Source: an optimization exercise on an open RTL-to-GDS flow (aim: small area, a short achievable clock period and few clock cycles per item). Production flows keep margins and buffers that such runs may drop. At most, simulation tests tie the RTL to the original design; equivalence was not proved.

==> v39 <==
==> flow/design.v (excerpt) <==
module mult(
  input  reset,
  input  clk,
  input  [31:0] a_in,
  input  [31:0] b_in,
  input  start,
  output logic [63:0] product,
  output logic done);
==> module mult_enc, before the edit <==
module mult_enc(input x2, input x1, input x0, output one, output two);
  assign one = x1 ^ x0;
  assign two = (x2 & ~x1 & ~x0) | (~x2 & x1 & x0);
endmodule
Settings: LEC_CHECK=0, CAP_MARGIN=20, CORE_MARGIN=2, CORE_UTILIZATION=60, GPL_TIMING_DRIVEN=0, PLACE_DENSITY=0.75, SLEW_MARGIN=20, SYNTH_HIERARCHICAL=1; clock period 3.5 ns.
standard.sh (not shown) runs the stock make flow with config.mk's settings and CLKGATE_MAP_FILE= SYNTH_SCRIPT=/design/flow/synth_recipe.tcl, a recipe that flattens the netlist after the stock synthesis.
==> flow/flow/run.sh <==
#!/bin/bash
set -euo pipefail
export BUFFER_PORTS_ARGS="-buffer_cell sky130_fd_sc_hd__buf_4"
bash standard.sh > standard_flow.log 2>&1
==> v37: changes against v39 <==
--- a/flow/design.v
+++ b/flow/design.v
@@ -9,4 +9,12 @@
 module mult_enc(input x2, input x1, input x0, output one, output two);
-  assign one = x1 ^ x0;
-  assign two = (x2 & ~x1 & ~x0) | (~x2 & x1 & x0);
+  logic t;
+  mult_x2 u_one (.a(x1), .b(x0), .y(one));
+  mult_xn2 u_t (.a(x2), .b(x1), .y(t));
+  mult_nor2 u_two (.a(one), .b(t), .y(two));
+endmodule
+module mult_xn2(input a, input b, output y);
+  assign y = ~(a ^ b);
+endmodule
+module mult_nor2(input a, input b, output y);
+  assign y = ~(a | b);
 endmodule
==> flow/flow/run.sh (replaced) <==
#!/bin/bash
set -euo pipefail
export BUFFER_PORTS_ARGS="-buffer_cell sky130_fd_sc_hd__buf_2"
bash standard.sh > standard_flow.log 2>&1
Settings changed: SETUP_SLACK_MARGIN set to 0.1.
==> v15: changes against v39 <==
==> flow/flow/run.sh (replaced) <==
#!/bin/bash
set -euo pipefail
export BUFFER_PORTS_ARGS="-buffer_cell sky130_fd_sc_hd__buf_2"
bash standard.sh > standard_flow.log 2>&1
Settings changed: SETUP_SLACK_MARGIN set to 0.05.
==> summary of the runs <==
v37 completed with no timing, DRC or antenna violations. v15 completed with no timing, DRC or antenna violations. v39 finished clean. The lowest sequential share of layout area belongs to v39, the highest to v37. Final area, lowest first: v37, v15, v39. The highest core utilization belongs to v39, the lowest to v37. Of v37 and v39, v39 has the higher worst setup slack (gap 0.049 ns). Fmax: v37 < v15 < v39. First-iteration DRC count, lowest first: v39, v37, v15. Routed wire length, highest first: v15, v37, v39.
Testbench counts of v39, summed over its fixed seeds: cycles 9,600, items 2,400.
Testbench counts of v37, summed over its fixed seeds: cycles 9,600, items 2,400.
Testbench counts of v15, summed over its fixed seeds: cycles 9,600, items 2,400.

---

==> cedar: inputs <==
Another version of the RTL of mult (not shown whole).
clock: 3.5 ns
lec_check: 0
cap_margin: 20
core_margin: 2
core_utilization: 60
gpl_timing_driven: 0
place_density: 0.75
setup_slack_margin: 0.1
slew_margin: 20
synth_hierarchical: 1
==> flow/flow/run.sh <==
#!/bin/bash
set -euo pipefail
export BUFFER_PORTS_ARGS="-buffer_cell sky130_fd_sc_hd__buf_2"
bash standard.sh > standard_flow.log 2>&1
==> inputs of garnet, as changes to cedar <==
--- a/flow/design.v
+++ b/flow/design.v
@@ -10,13 +10,10 @@
   logic t;
   mult_x2 u_one (.a(x1), .b(x0), .y(one));
   mult_xn2 u_t (.a(x2), .b(x1), .y(t));
   mult_nor2 u_two (.a(one), .b(t), .y(two));
 endmodule
-module mult_and2(input a, input b, output y);
-  assign y = a & b;
-endmodule
 module mult_xn2(input a, input b, output y);
   assign y = ~(a ^ b);
 endmodule
 module mult_nor2(input a, input b, output y);
   assign y = ~(a | b);
@@ -178,13 +175,11 @@
   logic [63:0] sh_s, sh_c, init_s;
   assign sh_s = {s_reg[51:0], 12'b0};
   assign sh_c = {c_reg[51:0], 12'b0};
   assign init_s = 64'h0000005555555600;
   logic [63:0] c_init;
-  logic b31s;
-  mult_and2 u_b31 (.a(start), .b(b_in[31]), .y(b31s));
-  assign c_init = {24'b0, a_in & {32{b31s}}, 8'b0};
+  assign c_init = {24'b0, a_in & {32{b_in[31]}}, 8'b0};
   assign accs = start ? init_s : sh_s;
   assign accc = start ? c_init : sh_c;
   logic t1, t2;
   logic t3, t4;
   logic t5, t6;
@@ -514,28 +509,28 @@
   mult_fa u_t101 (.a(pp1[21]), .b(t199), .c(t188), .s(t203), .co(t204));
   mult_fa u_t102 (.a(pp0[23]), .b(t190), .c(t201), .s(t205), .co(t206));
   mult_fx u_t103 (.a(t192), .b(t203), .c(t194), .s(t207), .co(t208));
   mult_fx u_t104 (.a(t205), .b(t207), .c(t196), .s(t209), .co(t210));
   mult_fa u_t105 (.a(pp4[16]), .b(pp5[14]), .c(accs[24]), .s(t211), .co(t212));
-  mult_fx u_t106 (.a(pp2[20]), .b(pp3[18]), .c(accc[24]), .s(t213), .co(t214));
+  mult_fa u_t106 (.a(pp2[20]), .b(pp3[18]), .c(accc[24]), .s(t213), .co(t214));
   mult_fa u_t107 (.a(t200), .b(t211), .c(pp1[22]), .s(t215), .co(t216));
   mult_fa u_t108 (.a(pp0[24]), .b(t202), .c(t213), .s(t217), .co(t218));
   mult_fx u_t109 (.a(t204), .b(t215), .c(t206), .s(t219), .co(t220));
   mult_fx u_t110 (.a(t217), .b(t219), .c(t208), .s(t221), .co(t222));
   mult_fa u_t111 (.a(pp4[17]), .b(pp5[15]), .c(accs[25]), .s(t223), .co(t224));
   mult_fx u_t112 (.a(pp2[21]), .b(pp3[19]), .c(accc[25]), .s(t225), .co(t226));
   mult_fa u_t113 (.a(t212), .b(t223), .c(pp0[25]), .s(t227), .co(t228));
   mult_fa u_t114 (.a(pp1[23]), .b(t214), .c(t225), .s(t229), .co(t230));
   mult_fx u_t115 (.a(t216), .b(t227), .c(t218), .s(t231), .co(t232));
-  mult_fx u_t116 (.a(t229), .b(t231), .c(t220), .s(t233), .co(t234));
+  mult_fa u_t116 (.a(t229), .b(t231), .c(t220), .s(t233), .co(t234));
   mult_fx u_t117 (.a(pp4[18]), .b(pp5[16]), .c(accs[26]), .s(t235), .co(t236));
   mult_fa u_t118 (.a(pp3[20]), .b(accc[26]), .c(t235), .s(t237), .co(t238));
   mult_fa u_t119 (.a(t224), .b(pp2[22]), .c(pp0[26]), .s(t239), .co(t240));
   mult_fa u_t120 (.a(pp1[24]), .b(t226), .c(t237), .s(t241), .co(t242));
   mult_fa u_t121 (.a(t228), .b(t239), .c(t230), .s(t243), .co(t244));
   mult_fx u_t122 (.a(t241), .b(t232), .c(t243), .s(t245), .co(t246));
-  mult_fx u_t123 (.a(pp4[19]), .b(pp5[17]), .c(accs[27]), .s(t247), .co(t248));
+  mult_fa u_t123 (.a(pp4[19]), .b(pp5[17]), .c(accs[27]), .s(t247), .co(t248));
   mult_fx u_t124 (.a(pp3[21]), .b(accc[27]), .c(t247), .s(t249), .co(t250));
   mult_fa u_t125 (.a(t236), .b(pp0[27]), .c(pp2[23]), .s(t251), .co(t252));
   mult_fx u_t126 (.a(pp1[25]), .b(t238), .c(t249), .s(t253), .co(t254));
   mult_fx u_t127 (.a(t240), .b(t251), .c(t242), .s(t255), .co(t256));
   mult_fa u_t128 (.a(t253), .b(t244), .c(t255), .s(t257), .co(t258));
@@ -551,35 +546,35 @@
   mult_fa u_t138 (.a(pp3[23]), .b(t262), .c(t273), .s(t277), .co(t278));
   mult_fx u_t139 (.a(t264), .b(t275), .c(t266), .s(t279), .co(t280));
   mult_fx u_t140 (.a(t277), .b(t268), .c(t279), .s(t281), .co(t282));
   mult_fx u_t141 (.a(pp4[22]), .b(pp5[20]), .c(accs[30]), .s(t283), .co(t284));
   mult_fa u_t142 (.a(accc[30]), .b(t272), .c(t283), .s(t285), .co(t286));
-  mult_fx u_t143 (.a(pp0[30]), .b(pp2[26]), .c(pp1[28]), .s(t287), .co(t288));
-  mult_fx u_t144 (.a(pp3[24]), .b(t274), .c(t285), .s(t289), .co(t290));
+  mult_fa u_t143 (.a(pp0[30]), .b(pp2[26]), .c(pp1[28]), .s(t287), .co(t288));
+  mult_fa u_t144 (.a(pp3[24]), .b(t274), .c(t285), .s(t289), .co(t290));
   mult_fx u_t145 (.a(t276), .b(t287), .c(t278), .s(t291), .co(t292));
   mult_fx u_t146 (.a(t289), .b(t291), .c(t280), .s(t293), .co(t294));
   mult_fx u_t147 (.a(pp4[23]), .b(pp5[21]), .c(accs[31]), .s(t295), .co(t296));
   mult_fx u_t148 (.a(accc[31]), .b(t295), .c(pp2[27]), .s(t297), .co(t298));
-  mult_fx u_t149 (.a(t284), .b(pp0[31]), .c(pp1[29]), .s(t299), .co(t300));
+  mult_fa u_t149 (.a(t284), .b(pp0[31]), .c(pp1[29]), .s(t299), .co(t300));
   mult_fa u_t150 (.a(pp3[25]), .b(t286), .c(t297), .s(t301), .co(t302));
   mult_fx u_t151 (.a(t288), .b(t299), .c(t290), .s(t303), .co(t304));
   mult_fx u_t152 (.a(t301), .b(t303), .c(t292), .s(t305), .co(t306));
   mult_fx u_t153 (.a(pp5[22]), .b(pp4[24]), .c(accs[32]), .s(t307), .co(t308));
   mult_fa u_t154 (.a(accc[32]), .b(t307), .c(t296), .s(t309), .co(t310));
-  mult_fx u_t155 (.a(pp0[32]), .b(pp2[28]), .c(pp3[26]), .s(t311), .co(t312));
+  mult_fa u_t155 (.a(pp0[32]), .b(pp2[28]), .c(pp3[26]), .s(t311), .co(t312));
   mult_fx u_t156 (.a(pp1[30]), .b(t309), .c(t298), .s(t313), .co(t314));
   mult_fx u_t157 (.a(t300), .b(t311), .c(t302), .s(t315), .co(t316));
   mult_fx u_t158 (.a(t313), .b(t315), .c(t304), .s(t317), .co(t318));
   mult_fa u_t159 (.a(pp5[23]), .b(ns[0]), .c(accs[33]), .s(t319), .co(t320));
   mult_fx u_t160 (.a(pp4[25]), .b(accc[33]), .c(t308), .s(t321), .co(t322));
-  mult_fx u_t161 (.a(t319), .b(pp1[31]), .c(pp2[29]), .s(t323), .co(t324));
+  mult_fa u_t161 (.a(t319), .b(pp1[31]), .c(pp2[29]), .s(t323), .co(t324));
   mult_fa u_t162 (.a(pp3[27]), .b(t321), .c(t310), .s(t325), .co(t326));
   mult_fx u_t163 (.a(t312), .b(t323), .c(t314), .s(t327), .co(t328));
   mult_fx u_t164 (.a(t325), .b(t327), .c(t316), .s(t329), .co(t330));
   mult_ha u_t165 (.a(pp5[24]), .b(pp4[26]), .s(t331), .co(t332));
   mult_fa u_t166 (.a(accs[34]), .b(t331), .c(accc[34]), .s(t333), .co(t334));
-  mult_fx u_t167 (.a(t320), .b(pp2[30]), .c(pp1[32]), .s(t335), .co(t336));
+  mult_fa u_t167 (.a(t320), .b(pp2[30]), .c(pp1[32]), .s(t335), .co(t336));
   mult_fa u_t168 (.a(t333), .b(pp3[28]), .c(t322), .s(t337), .co(t338));
   mult_fx u_t169 (.a(t324), .b(t335), .c(t326), .s(t339), .co(t340));
   mult_fx u_t170 (.a(t337), .b(t339), .c(t328), .s(t341), .co(t342));
   mult_ha u_t171 (.a(pp4[27]), .b(accs[35]), .s(t343), .co(t344));
   mult_fa u_t172 (.a(pp5[25]), .b(ns[1]), .c(t332), .s(t345), .co(t346));
SETUP_SLACK_MARGIN = 0.05   (was 0.1)
==> inputs of umber, as changes to cedar <==
--- a/flow/design.v
+++ b/flow/design.v
@@ -10,13 +10,10 @@
   logic t;
   mult_x2 u_one (.a(x1), .b(x0), .y(one));
   mult_xn2 u_t (.a(x2), .b(x1), .y(t));
   mult_nor2 u_two (.a(one), .b(t), .y(two));
 endmodule
-module mult_and2(input a, input b, output y);
-  assign y = a & b;
-endmodule
 module mult_xn2(input a, input b, output y);
   assign y = ~(a ^ b);
 endmodule
 module mult_nor2(input a, input b, output y);
   assign y = ~(a | b);
@@ -178,13 +175,11 @@
   logic [63:0] sh_s, sh_c, init_s;
   assign sh_s = {s_reg[51:0], 12'b0};
   assign sh_c = {c_reg[51:0], 12'b0};
   assign init_s = 64'h0000005555555600;
   logic [63:0] c_init;
-  logic b31s;
-  mult_and2 u_b31 (.a(start), .b(b_in[31]), .y(b31s));
-  assign c_init = {24'b0, a_in & {32{b31s}}, 8'b0};
+  assign c_init = {24'b0, a_in & {32{b_in[31]}}, 8'b0};
   assign accs = start ? init_s : sh_s;
   assign accc = start ? c_init : sh_c;
   logic t1, t2;
   logic t3, t4;
   logic t5, t6;
SETUP_SLACK_MARGIN = 0.05   (was 0.1)
==> inputs of zinc, as changes to cedar <==
--- a/flow/design.v
+++ b/flow/design.v
@@ -10,13 +10,10 @@
   logic t;
   mult_x2 u_one (.a(x1), .b(x0), .y(one));
   mult_xn2 u_t (.a(x2), .b(x1), .y(t));
   mult_nor2 u_two (.a(one), .b(t), .y(two));
 endmodule
-module mult_and2(input a, input b, output y);
-  assign y = a & b;
-endmodule
 module mult_xn2(input a, input b, output y);
   assign y = ~(a ^ b);
 endmodule
 module mult_nor2(input a, input b, output y);
   assign y = ~(a | b);
@@ -178,13 +175,11 @@
   logic [63:0] sh_s, sh_c, init_s;
   assign sh_s = {s_reg[51:0], 12'b0};
   assign sh_c = {c_reg[51:0], 12'b0};
   assign init_s = 64'h0000005555555600;
   logic [63:0] c_init;
-  logic b31s;
-  mult_and2 u_b31 (.a(start), .b(b_in[31]), .y(b31s));
-  assign c_init = {24'b0, a_in & {32{b31s}}, 8'b0};
+  assign c_init = {24'b0, a_in & {32{b_in[31]}}, 8'b0};
   assign accs = start ? init_s : sh_s;
   assign accc = start ? c_init : sh_c;
   logic t1, t2;
   logic t3, t4;
   logic t5, t6;
SETUP_SLACK_MARGIN = 0.15   (was 0.1)
==> comparison <==
umber went through all stages and came out clean. garnet completed and failed the layout checks on setup timing. zinc went through all stages and came out clean. cedar completed with no timing, DRC or antenna violations.
In sequential cell count, garnet and umber do not differ.
Against garnet, the die area of umber is higher by 0.45%.
Register-to-register slack: garnet < umber < cedar < zinc.
Between garnet and zinc, the lower maximum frequency is in garnet (gap about 1.3%, measured against zinc).
Of garnet and umber, umber has the higher setup slack (gap 0.061 ns).
Synthesized cell count: cedar is larger than garnet (about 1%).
Wire length, highest first: zinc, umber, cedar, garnet.
In area after synthesis, cedar and zinc hardly differ.
Of umber and cedar, cedar has the higher clock skew (gap 0.0024 ns).
Critical path depth: umber is higher than cedar (1).
Testbench counts of umber, summed over its fixed seeds: cycles 9,600, items 2,400.
Testbench counts of zinc, summed over its fixed seeds: cycles 9,600, items 2,400.
Only the layout flow was run in cedar and garnet; the RTL was not checked for function there.

separate check: timing with driven ports:
The flow's constraints put no driver on any port. The routed layouts listed below were extracted and timed again, unchanged, in two steps. Step 1 sets driving cells, clkbuf_16 on the clock port and buf_2 on the other inputs (assumed; they add their load-dependent delay and slew). Step 2, shift: input delay + t, output delay - t, t = (earliest + latest rising clock arrival at the registers) / 2. This alone moves slack from input paths to output paths. a / b / c = no drivers / after step 1 / after step 2; a / b = the first two.
run	t, ns	setup slack, ns	hold slack, ns	worst register clock-pin slew, ns	worst slew at a driven data input, ns
v39	0.494	0.079 / 0.028 / -0.393	0.034 / 0.008 / 0.446	0.08 / 0.08	0.05
v37	0.493	0.029 / -0.025 / -0.328	0.041 / 0.012 / 0.453	0.08 / 0.08	0.08
v15	0.483	0.064 / 0.027 / -0.389	0.032 / 0.005 / 0.444	0.09 / 0.09	0.08
cedar	0.486	0.061 / 0.011 / -0.338	0.037 / 0.009 / 0.425	0.09 / 0.09	0.05
garnet	0.497	-0.008 / -0.061 / -0.381	0.028 / -0.004 / 0.440	0.08 / 0.08	0.04
umber	0.489	0.053 / 0.004 / -0.384	0.047 / 0.018 / 0.445	0.08 / 0.08	0.05
zinc	0.495	0.039 / -0.015 / -0.288	0.043 / 0.011 / 0.430	0.08 / 0.08	0.05
Met with ideal ports but missed after step 2: setup timing in 6 of these runs. The setup slack of v39, which loses most, moves by -0.051 ns with the drivers and by -0.472 ns with both steps.
